This is an optimization exercise on Yosys and OpenROAD, whose aim is small area, a short achievable clock period and few clock cycles, not a production implementation.
In this exercise RTL edits were held to simulation tests only and were not proved equivalent to the original.
Power and IR drop assume default switching activity.

$ cat flow/run.sh
#!/bin/bash
# synth_recipe.tcl (not shown) runs the flow's synth.tcl, then flattens the netlist and writes it again
# the make line also repeats each setting of config.mk as NAME=value (left out here)
make -C /OpenROAD-flow-scripts/flow DESIGN_CONFIG=/design/flow/config.mk WORK_HOME=/design/flow/orfs CLKGATE_MAP_FILE= SYNTH_SCRIPT=/design/flow/synth_recipe.tcl finish
$ cat flow/config.mk
export PLATFORM = sky130hd
export DESIGN_NAME = top_v1b
export DESIGN_NICKNAME = top_v1b
export VERILOG_FILES = /design/flow/design.v
export SDC_FILE = /design/flow/constraint.sdc
export NUM_CORES = 4
export LEC_CHECK = 0
export CAP_MARGIN = 20
export CORE_MARGIN = 2
export CORE_UTILIZATION = 40
export PLACE_DENSITY = 0.6
export SLEW_MARGIN = 20
$ cat flow/design.v
module top_v1b (
    input clk,
    input rst,
    input wr,
    input [2:0] address,
    input [7:0] wdata,
    output [7:0] rdata,
    output busy
);
reg [7:0] dataBufferIn[0:4];
wire [7:0] dataBufferOut[0:4];
assign rdata = (address <= 3'd4) ? dataBufferOut[address] : 8'd0;
always @(posedge clk) if (wr && (address <= 3'd4)) dataBufferIn[address] <= wdata;
reg Status;  
wire [1:0] Operation = dataBufferIn[4][1:0];
reg [6:0] Seq;  
assign busy = Status;
wire [14:0] A = { dataBufferIn[0][6:0], dataBufferIn[1] };
wire [14:0] B = { dataBufferIn[2][6:0], dataBufferIn[3] };
wire Asign = dataBufferIn[0][7];
wire Bsign = dataBufferIn[2][7];
wire Xsign = Asign ^ Bsign;
wire [14:0] Apos = (Asign == 0) ? A : -A;
wire [14:0] Bpos = (Bsign == 0) ? B : -B;
reg [31:0] Ax;  
reg [31:0] Bx;  
reg [31:0] X;  
assign dataBufferOut[0] = X[31:24];
assign dataBufferOut[1] = X[23:16];
assign dataBufferOut[2] = X[15:8];
assign dataBufferOut[3] = X[7:0];
assign dataBufferOut[4] = { 7'b0, Status };
always @(posedge clk) begin
    if (rst) begin
        Seq <= 7'd0;
        Status <= 1'b0;
    end
    else if (wr && (address == 3'd4)) begin
        Seq <= 7'd0;  
        Status <= 1'b1;
    end
    else if (Status == 1'b1) begin
        Seq <= Seq + 7'd1;
        case (Operation)
        0: begin 
            if (Seq == 7'd0) begin  
                X <= 32'd0;
                Bx <= { 17'd0, Bpos };  
                Ax[14:0] <= Apos;  
            end else if (Seq <= 7'd16) begin 
                if (Ax[0] == 1'b1) X <= X + Bx;
                Ax[14:0] <= Ax[14:0] >> 1;
                Bx <= Bx << 1;
            end else begin
                Status <= 0;  
            end
        end  
        1: begin 
            if (Seq == 7'd0) begin  
                X <= 32'd0;
                Ax <= { 17'd0, Apos };  
                Bx <= { 3'd0, Bpos, 14'd0 };  
            end else if (Seq <= 7'd30) begin  
                if (Seq[0] == 1'd1) begin  
                    if (Bx <= Ax) begin
                        X <= X | (1 << 30-((Seq-1)/2));
                        Ax <= Ax - Bx;
                    end
                end else begin  
                    Bx <= Bx >> 1;
                    if (Ax[14:0] == 15'd0) Seq <= 7'd31;
                end
            end else if (Seq == 7'd31) begin
                X[14:0] <= Ax[14:0];  
            end else begin  
                if (Xsign) begin
                    X[31:16] <= { 1'b1, -X[30:16] };
                    X[15:0] <= -X[15:0];
                end
                Status <= 0;
            end
        end  
        2: begin 
            if (Seq == 7'd0) begin  
                X <= 32'd0;
                Ax <= { 17'd0, Apos };  
                Bx <= { 3'd0, Bpos, 14'd0 };  
            end else if (Seq <= 7'd62) begin  
                if (Seq[0] == 1'd1) begin  
                    if (Bx <= Ax) begin
                        X <= X | (1 << 30-((Seq-1)/2));
                        Ax <= Ax - Bx;
                    end
                end else begin  
                    if (Ax[29:0] == 30'd0) Seq <= 7'd63;
                    if (Seq == 7'd30) begin  
                        Ax <= Ax << 16; 
                        Bx <= Bx << 15;
                    end else Bx <= Bx >> 1;
                end
            end else begin  
                Status <= 0;
            end
        end  
        3: begin
            if (Seq == 7'd0) begin  
                Ax <= { 1'd0, Apos, 16'd0 };  
                X <= 32'd0;  
                Bx <= 32'h40000000;  
            end else if (Seq <= 7'd34) begin  
                if (Seq[0] == 1'd1) begin  
                    if (Bx == 32'd0) begin
                        Seq <= 7'd35;
                    end else if (Ax >= (X + Bx)) begin
                        Ax <= Ax - (X + Bx);
                        X <= X + (Bx << 1);
                    end
                end else begin  
                    X <= X >> 1;
                    Bx <= Bx >> 2;
                end
            end else begin  
                Status <= 1'b0;
                X <= X << 8;  
            end
        end  
    endcase  
    end
end  
endmodule
$ cat flow/constraint.sdc
create_clock -name core_clock -period 8.0 [get_ports {clk}]
set_input_delay 1.6000 -clock core_clock [delete_from_list [all_inputs] [get_ports {clk}]]
set_output_delay 1.6000 -clock core_clock [all_outputs]
set_load 0.01 [all_outputs]
==> results of run 1 <==
==> cell type report <==
type	count	area, sq um
Fill cell	4457	24200
Multi-Input combinational cell	1893	12800
Sequential cell	138	4070
Tap cell	585	732
Timing Repair Buffer	62	524
Clock buffer	17	425
Inverter	79	297
Clock inverter	15	150
==> stage by stage <==
step / std cells / hold WS (ns) / util / power [mW]
final: 2789 / 0.677 / 0.441 / 2.11
after global routing: 2789 / 0.710 / 0.441 / 2.15
after CTS: 2788 / 0.685 / 0.440 / 2.09
after global placement: 2756 / 0.667 / 0.427 / 1.26
after detailed placement: 2756 / 0.673 / 0.427 / 1.26
after floorplan: 2221 / 0.595 / - / 1.12
==> power by group through the flow <==
stage / combinational, mW / clock [mW] / sequential, mW
global placement: 0.419 / 0 / 0.843
finish: 0.438 / 0.844 / 0.828
global route: 0.464 / 0.860 / 0.829
CTS: 0.423 / 0.837 / 0.827
floorplan: 0.287 / 0 / 0.832
detailed placement: 0.420 / 0 / 0.843
==> cells in the final DEF, fill, tap and decap left out, types with 10 or more instances in the layout <==
master,count
mux2i_1,32
nor2_1,185
a21oi_1,216
a31oi_1,27
xor2_1,61
nor4_1,23
a21o_1,74
o211ai_1,56
o22ai_1,34
nor2b_1,27
and3_1,20
o221ai_1,20
clkbuf_16,17
a211oi_1,26
o21ai_0,169
a22oi_1,17
a211o_1,15
and2_1,13
ha_1,141
nand3_1,49
inv_1,78
edfxtp_1,130
o31ai_1,23
clkdlybuf4s50_1,22
nand4_1,22
a221o_1,10
buf_4,39
a221oi_1,20
nor3_1,49
xnor2_1,74
or3_1,20
nand2b_1,22
o21bai_1,14
o21a_1,19
nand2_1,206
==> flip-flops by register name, indices dropped and copies added (netlist names) <==
signal and flops:
dataBufferIn 34, Status 1, Bx 32, Seq 7, X 32, Ax 32
==> cells by family (layout without fill, tap and decap cells) <==
family / after synthesis / after routing / share of synthesized area
xor+xnor: 135 / 135 / 0.0673
mux: 44 / 44 / 0.0304
simple gates: 709 / 709 / 0.198
flops: 138 / 138 / 0.231
buf+inv: 190 / 173 / 0.0422
compound gates: 859 / 859 / 0.325
fa+ha+maj: 146 / 146 / 0.106
==> worst max-delay path, cell delays in order (launching register included) <==
cell and delay (ns):
edfxtp_1 0.54, ha_1 0.30, inv_1 0.07, fa_1 0.21, nor2b_1 0.08, o31a_1 0.27, o211ai_1 0.31, nand2_1 0.17
a2111oi_1 0.53, o31ai_1 0.21, a31oi_1 0.23, xor2_1 0.38, ha_1 0.33, nand3_1 0.14, nor3_1 0.42, nand3_1 0.13
nor4_1 0.23, o31ai_1 0.15, a311oi_1 0.33, o22ai_1 0.27, o21a_1 0.28, nor4_2 0.26, buf_4 0.31
==> layer usage <==
metal	up-vias	track usage
li1	8485	-
met1	9031	0.456
met2	1317	0.531
met3	270	0.0694
met4	2	0.217
met5	-	0
==> path summary, 6_finish.rpt <==
| path | startpoint | to | slack [ns] |
|---|---|---|---|
| setup reg to reg | X[0] | Ax[16] | 1.52 |
| hold / removal | Status | Seq[0] | 0.68 |
| hold reg to reg | Status | Seq[0] | 0.68 |
| setup / recovery | X[0] | Ax[16] | 1.52 |
==> results.py, run 1 <==
metrics = {
    "timing": {
        "finalMaxSlewViolations": 0,
        "fmax_ghz": 0.154,
        "fin_worst_skew_ns": 0.0159,
        "setup_tns_ns": 0,
        "slew_headroom": 0.278,
        "setup_viol": 0,
        "rsz0062_at_grt": "no",
        "worst_slack_ns": 1.52,
        "hold_violations": 0,
        "fin_crit_ns": 6.48,
        "tightest_slew_ns": 1.07,
        "timing.final.crit_share": 0.810,
    },
    "floorplan": {
        "rows": 76,
        "die_y_um": 214,
        "initial_core_util": 0.407,
        "coreArea_sq_mm": 0.0432,
        "die_w_um": 214,
        "die_area_sq_mm": 0.0456,
        "ioPinCount": 23,
    },
    "synthesis": {
        "avgSynthCellArea_sq_um": 7.91,
        "netlist_area_sq_mm": 0.0176,
        "yosysTopAreaCell": "edfxtp_1",
        "synthArstFlopShare": 0,
        "syn_nets": 2380,
        "synth_top_area_frac": 0.222,
        "syn_inst": 2221,
        "seq_area_frac_synth": 0.231,
        "synth_edf_count": 130,
        "ys_types": 106,
        "post-synth-top-count-cell": "a21oi_1",
        "yosys_warnings": 1,
        "synth-seq-cells": 138,
        "synthTopCellsByCount": "a21oi_1, nand2_1, nor2_1, o21ai_0, ha_1",
        "synth.area.top_cells": "edfxtp_1, ha_1, a21oi_1",
        "ys.flop_type": "edfxtp_1",
    },
    "route": {
        "wl_met1_um": 32200,
        "drt_iter0_markers": 3063,
        "maxUsedRoutingLayer": "met5",
        "route.detailed.drc": 0,
        "route.met3.wl_um": 8870,
        "dr.pass1.iters": 8,
        "num_vias": 19100,
        "ant_nets": 0,
        "finalWirelength_um": 81000,
        "route.met2.wl_um": 34300,
        "vias_per_cell": 6.85,
        "wire_per_inst_um": 29.0,
    },
    "pwr": {
        "power.switching_mw": 0.712,
        "power_frac_comb": 0.207,
        "power_per_cell_area_mw_per_mm2": 111,
        "leakagePower_nw": 7.20,
        "ir_drop_mv": 0.149,
        "clock_power_share": 0.400,
        "internal_power_mw": 1.40,
        "p_sw_frac": 0.337,
        "seqPwrFrac": 0.393,
    },
    "placed_design": {
        "place_area_sq_mm": 0.0184,
        "post-place-ws_ns": 1.71,
        "dpl.hpwl_um": 62700,
        "portBuffers": 22,
        "place_congestion": 1.04,
    },
    "clocking": {
        "cts_tree": "yes",
        "cts_setup_buffers": 0,
        "root_buffer": "clkbuf_16",
        "cts_buffers": 17,
        "cts_sinks": 138,
        "ctsResizeCount": 0,
        "clkLatencyLatePin_ns": 0.48,
        "clk_path_buf_depth": 2,
        "h-tree-depth": 4,
        "postCtsHoldBufs": 0,
        "clk_pin_slew_ns": 0.07,
    },
    "worst_setup_path": {
        "crit_fanout": 17,
        "critical_path_arrival_ns": 6.63,
        "cp-start-kind": "flop",
        "setup.worst_path.end_class": "flop",
        "path_class": "flop to flop",
        "required_ns": 8.15,
        "ff2ff_path_depth": 22,
    },
    "run_status": {
        "status": "timing/DRC/antenna clean",
    },
    "global_routing": {
        "grt_use_total": 0.350,
        "antenna_found_initial": 1,
        "grt_pass1_wl_um": 116000,
        "grt_pass1_vias": 17400,
        "grt_start_max_net_pins": 51,
        "grt_overflow": 0,
    },
    "cells_and_area": {
        "synthToLayoutAreaGrowth_pct": 8.24,
        "nets": 2350,
        "finalInstanceArea_sq_mm": 0.0190,
        "drive_above_1_share": 0.0676,
        "diodes": 0,
    },
    "job": {
        "max_cap_viol_count": 0,
    },
    "hold_path": {
        "hp-class": "flop to flop",
        "hold_path_depth": 2,
    },
}
Testbench counts, summed over its fixed seeds: cycles 359,684.
==> run 2, diff against run 1 <==
==> flow/design.v (replaced) <==
module top_v1b (
    input clk,
    input rst,
    input wr,
    input [2:0] address,
    input [7:0] wdata,
    output [7:0] rdata,
    output busy
);
localparam K = 2;
reg [7:0] ah, al, bh, bl;
always @(posedge clk) if (wr) begin
    case (address)
    3'd0: ah <= wdata;
    3'd1: al <= wdata;
    3'd2: bh <= wdata;
    3'd3: bl <= wdata;
    default: ;
    endcase
end
wire sa = ah[7];
wire sb = bh[7];
wire [14:0] ma = sa ? -{ah[6:0], al} : {ah[6:0], al};
wire [14:0] mb = sb ? -{bh[6:0], bl} : {bh[6:0], bl};
wire ma_zero = (ma == 15'd0);
wire mb_zero = (mb == 15'd0);
reg        Status;
reg [1:0]  op;
reg [4:0]  cnt;
reg        fix;      
reg [31:0] X;
reg [16:0] R;
reg [15:0] D;
assign busy = Status;
assign rdata = (address == 3'd0) ? X[31:24] :
               (address == 3'd1) ? X[23:16] :
               (address == 3'd2) ? X[15:8]  :
               (address == 3'd3) ? X[7:0]   :
               (address == 3'd4) ? {7'b0, Status} : 8'd0;
reg [31:0] x;
reg [16:0] r;
reg [15:0] d;
reg [18:0] opa, opb, sum;
reg        sub, ge;
integer i;
always @* begin
    x = X; r = R; d = D;
    for (i = 0; i < K; i = i + 1) begin
        sub = (op != 2'd0);
        if (op == 2'd0) begin
            opa = {3'b0, x[31:16]};
            opb = x[0] ? {4'b0, mb} : 19'd0;
        end else if (op == 2'd3) begin
            opa = {r[16:0], d[15:14]};
            opb = {1'b0, x[23:8], 2'b01};
        end else begin
            opa = {2'b0, r[15:0], d[15]};
            opb = {4'b0, mb};
        end
        sum = sub ? opa - opb : opa + opb;
        ge = ~sum[18];
        case (op)
        2'd0: x = {1'b0, sum[15:0], x[15:1]};
        2'd3: begin
            r = ge ? sum[16:0] : opa[16:0];
            x = {8'b0, x[22:8], ge, 8'b0};
            d = {d[13:0], 2'b00};
        end
        default: begin
            r = ge ? {1'b0, sum[15:0]} : {1'b0, opa[15:0]};
            x = {x[30:0], ge};
            d = {d[14:0], 1'b0};
        end
        endcase
    end
end
wire [14:0] q = X[14:0];
wire [15:0] qfix = (ma_zero & mb_zero) ? 16'h4000 : {1'b0, q};
wire [14:0] qneg = -qfix[14:0];
wire [15:0] rneg = -R[15:0];
always @(posedge clk) begin
    if (rst) begin
        Status <= 1'b0;
        fix <= 1'b0;
    end else if (wr && address == 3'd4) begin
        Status <= 1'b1;
        fix <= 1'b0;
        op <= wdata[1:0];
        cnt <= (wdata[1:0] == 2'd2) ? 5'd16 : 5'd8;
        R <= 17'd0;
        D <= {1'b0, ma};
        X <= (wdata[1:0] == 2'd0) ? {17'b0, ma} : 32'd0;
    end else if (Status) begin
        if (fix) begin
            X[31:16] <= (sa ^ sb) ? {1'b1, qneg} : qfix;
            X[15:0]  <= (sa ^ sb) ? rneg : R[15:0];
            Status <= 1'b0;
        end else begin
            cnt <= cnt - 5'd1;
            X <= x; R <= r; D <= d;
            if (cnt == 5'd1) begin
                if (op == 2'd1) fix <= 1'b1;
                else Status <= 1'b0;
                if (op == 2'd2) begin
                    if (mb_zero & ma_zero) X <= 32'h40000000;
                    else if (mb_zero & (ma == 15'h4000)) X <= 32'h7FFF8000;
                    else X <= {1'b0, x[30:0]};
                end
            end
        end
    end
end
endmodule
==> run 2 against run 1 <==
Compared with the run above: the layout now fails its checks (negative setup slack); largest power group is now combinational logic; core utilization grew 6.7 points; non-clock buffer count increased by 154; clock power down 44%; sequential cell count down 32; sequential share of layout area up 1.6 points; count of clock-buffer cells in the layout down 8; largest cell class unchanged; area after synthesis fell by 37%; critical endpoint is now R[0]; synthesized cell count down 39%; clock skew up 0.0019 ns; register-to-register slack got worse by 1.6 ns; design area decreased by 28%.
==> results.py, run 2 <==
metrics = {
    "cells_and_area": {
        "diodes": 0,
        "finalInstanceArea_sq_mm": 0.0138,
        "final_cell_mix": "buf_4, nand2_1, nor2_1, o21ai_0, edfxtp_1",
        "largest_register_ffs": 32,
        "drive_above_1_share": 0.217,
        "top_register": "X",
        "fillers": 2600,
        "final_util": 0.508,
        "reg.largest.list": "X: 32 flops, R: 17 flops, D: 16 flops",
        "synthToLayoutAreaGrowth_pct": 24.2,
        "final_common_cell": "buf_4",
        "stdcell_count": 1875,
        "nets": 1564,
    },
    "worst_setup_path": {
        "path_class": "flop to flop",
        "critical_path_arrival_ns": 8.28,
        "crit_fanout": 6,
        "setup.worst_path.end_class": "flop",
        "required_ns": 8.19,
        "critical_path.most_common_cell": "buf_4",
        "cp-start-kind": "flop",
        "critPathSlowestCell": "or4b_4",
        "cpPeakStageDelay_ns": 0.52,
    },
    "floorplan": {
        "die_area_sq_mm": 0.0290,
        "coreArea_sq_mm": 0.0271,
        "ioPinCount": 23,
        "rows": 60,
        "die_y_um": 170,
        "initial_core_util": 0.409,
        "die_w_um": 170,
    },
    "synthesis": {
        "yosysTopAreaCell": "edfxtp_1",
        "seq_area_frac_synth": 0.286,
        "syn_inst": 1363,
        "synth.area.top_cells": "edfxtp_1, ha_1, o21ai_0",
        "ys_types": 84,
        "syn_nets": 1429,
        "synthTopCellsByCount": "nand2_1, nor2_1, o21ai_0, a21oi_1, edfxtp_1",
        "ys.flop_type": "edfxtp_1",
        "synth-seq-cells": 106,
        "post-synth-top-count-cell": "nand2_1",
        "synth_top_area_frac": 0.282,
        "avgSynthCellArea_sq_um": 8.13,
        "synthArstFlopShare": 0,
        "netlist_area_sq_mm": 0.0111,
        "synth_edf_count": 104,
        "yosys_warnings": 1,
    },
    "clocking": {
        "postCtsHoldBufs": 0,
        "cts_buffers": 9,
        "root_buffer": "clkbuf_16",
        "clk_pin_slew_ns": 0.08,
        "clk_path_buf_depth": 2,
        "cts_sinks": 106,
        "h-tree-depth": 3,
        "clkLatencyLatePin_ns": 0.37,
        "cts_tree": "yes",
    },
    "timing": {
        "worst_slack_ns": -0.0897,
        "fmax_ghz": 0.124,
        "timing.final.crit_share": 1.01,
        "slew_headroom": 0.325,
        "hold_violations": 0,
        "rsz0062_at_grt": "yes",
        "setup_tns_ns": -0.801,
        "setup_viol": 17,
        "finalMaxSlewViolations": 0,
        "fin_worst_skew_ns": 0.0177,
        "fin_hold_ws_ns": 0.615,
        "fin_crit_ns": 8.09,
        "tightest_slew_ns": 1.01,
    },
    "route": {
        "wl_met1_um": 17700,
        "finalWirelength_um": 44100,
        "vias_per_cell": 6.35,
        "drt_iter0_markers": 1750,
        "num_vias": 11900,
        "wire_per_inst_um": 23.5,
        "ant_nets": 0,
        "dr.pass1.iters": 9,
        "route.met3.wl_um": 4480,
        "route.detailed.drc": 0,
        "route.met2.wl_um": 19300,
        "maxUsedRoutingLayer": "met4",
    },
    "placed_design": {
        "place_area_sq_mm": 0.0129,
        "place_congestion": 1.01,
        "dpl.hpwl_um": 33600,
        "placed_cells": 1845,
        "portBuffers": 22,
        "post-place-ws_ns": -0.0513,
    },
    "pwr": {
        "leakagePower_nw": 5.21,
        "ir_drop_mv": 0.119,
        "p_total_mw": 1.82,
        "power_per_cell_area_mw_per_mm2": 132,
    },
    "global_routing": {
        "grt_start_max_net_pins": 69,
        "grt_pass1_wl_um": 66000,
        "grt_use_total": 0.300,
        "antenna_found_initial": 0,
        "grt_overflow": 0,
        "grt_pass1_vias": 11200,
    },
    "run_status": {
        "check.faults": "negative setup slack",
        "status": "complete, but fails checks",
    },
    "hold_path": {
        "hp-class": "flop to flop",
    },
    "job": {
        "max_cap_viol_count": 0,
    },
}
run 2: cell types whose count changed in the layout (fill, tap and decap cells not counted), sizes merged, moves of 21 or more:
cell / delta
o211ai: -47
nor4: -21
nand2: -57
ha: -91
nand3: -31
o21ai: -57
buf: +152
a21oi: -114
inv: -42
xor2: -25
a21o: -64
nor2: -53
nor3: -28
edfxtp: -26
run 2: logic make-up after synthesis:
logic type               share of synthesized area
adder cells (fa/ha/maj)                     0.0601
flip-flops                                   0.286
buffers and inverters                       0.0490
multiplexers                                0.0639
AO/OA/AOI/OAI                                0.279
AND/OR/NAND/NOR                              0.181
XOR/XNOR                                    0.0813
run 2: critical path, delay by kind of cell, from the launching register on:
| kind | cells | cell delay (ns) |
|---|---|---|
| AO/OA/AOI/OAI | 16 | 3.19 |
| XOR/XNOR | 4 | 0.89 |
| adder cells (fa/ha/maj) | 4 | 0.77 |
| buffers and inverters | 6 | 0.87 |
| flip-flops | 1 | 0.41 |
| multiplexers | 1 | 0.30 |
| AND/OR/NAND/NOR | 9 | 1.49 |
run 2: area by class of cell:
class | count | area, sq um | share of cell area
Clock buffer | 9 | 225 | 0.0164
Clock inverter | 7 | 91.3 | 0.00664
Inverter | 46 | 173 | 0.0125
Multi-Input combinational cell | 1119 | 7880 | 0.573
Sequential cell | 106 | 3160 | 0.230
Tap cell | 372 | 465 | 0.0338
Timing Repair Buffer | 216 | 1760 | 0.128
run 2: final timing paths:
| kind | start | endpoint | slack (ns) | depth (start not counted) |
|---|---|---|---|---|
| worst max-delay path | bl[1] | R[0] | -0.09 | 40 |
| worst min-delay path | Status | fix | 0.61 | 2 |
| worst max register to register | bl[1] | R[0] | -0.09 | 40 |
| worst min register to register | Status | fix | 0.61 | 2 |
run 2: routing by layer:
layer,up-vias,global-route usage
li1,5384,-
met1,5634,0.405
met2,733,0.466
met3,159,0.0463
met4,0,0.151
met5,-,0
run 2: report_power, final:
| group | total, mW | internal, mW | switching (mW) |
|---|---|---|---|
| clock network | 0.474 | 0.226 | 0.248 |
| logic | 0.694 | 0.312 | 0.381 |
| registers | 0.654 | 0.631 | 0.0223 |
run 2: what timing repair did:
item                                    CTS  global route
pin swaps                                 6            45
resized for setup                         8            69
hold endpoints to repair                  0             0
endpoints found under the setup margin   19            26
cloned                                    0             2
buffers inserted                          1            12
Testbench counts of run 2, summed over its fixed seeds: cycles 145,735.

==> port drivers added, routing unchanged <==
The flow's constraints put no driver on any port. The routed layouts listed below were extracted and timed again, unchanged, in two steps. Step 1 assumes that a clkbuf_16 drives the clock port and a buf_2 every other input. Step 2, shift: input delay + t, output delay - t, t = (earliest + latest rising clock arrival at the registers) / 2. This alone moves slack from input paths to output paths. Three values: ideal, step 1, step 2; two values: the first two.
run	t, ns	slack for setup (ns)	slew at the worst register clock pin (ns)
run 1	0.524	1.521 / 1.521 / 1.521	0.08 / 0.08
run 2	0.406	-0.090 / -0.090 / -0.090	0.09 / 0.09
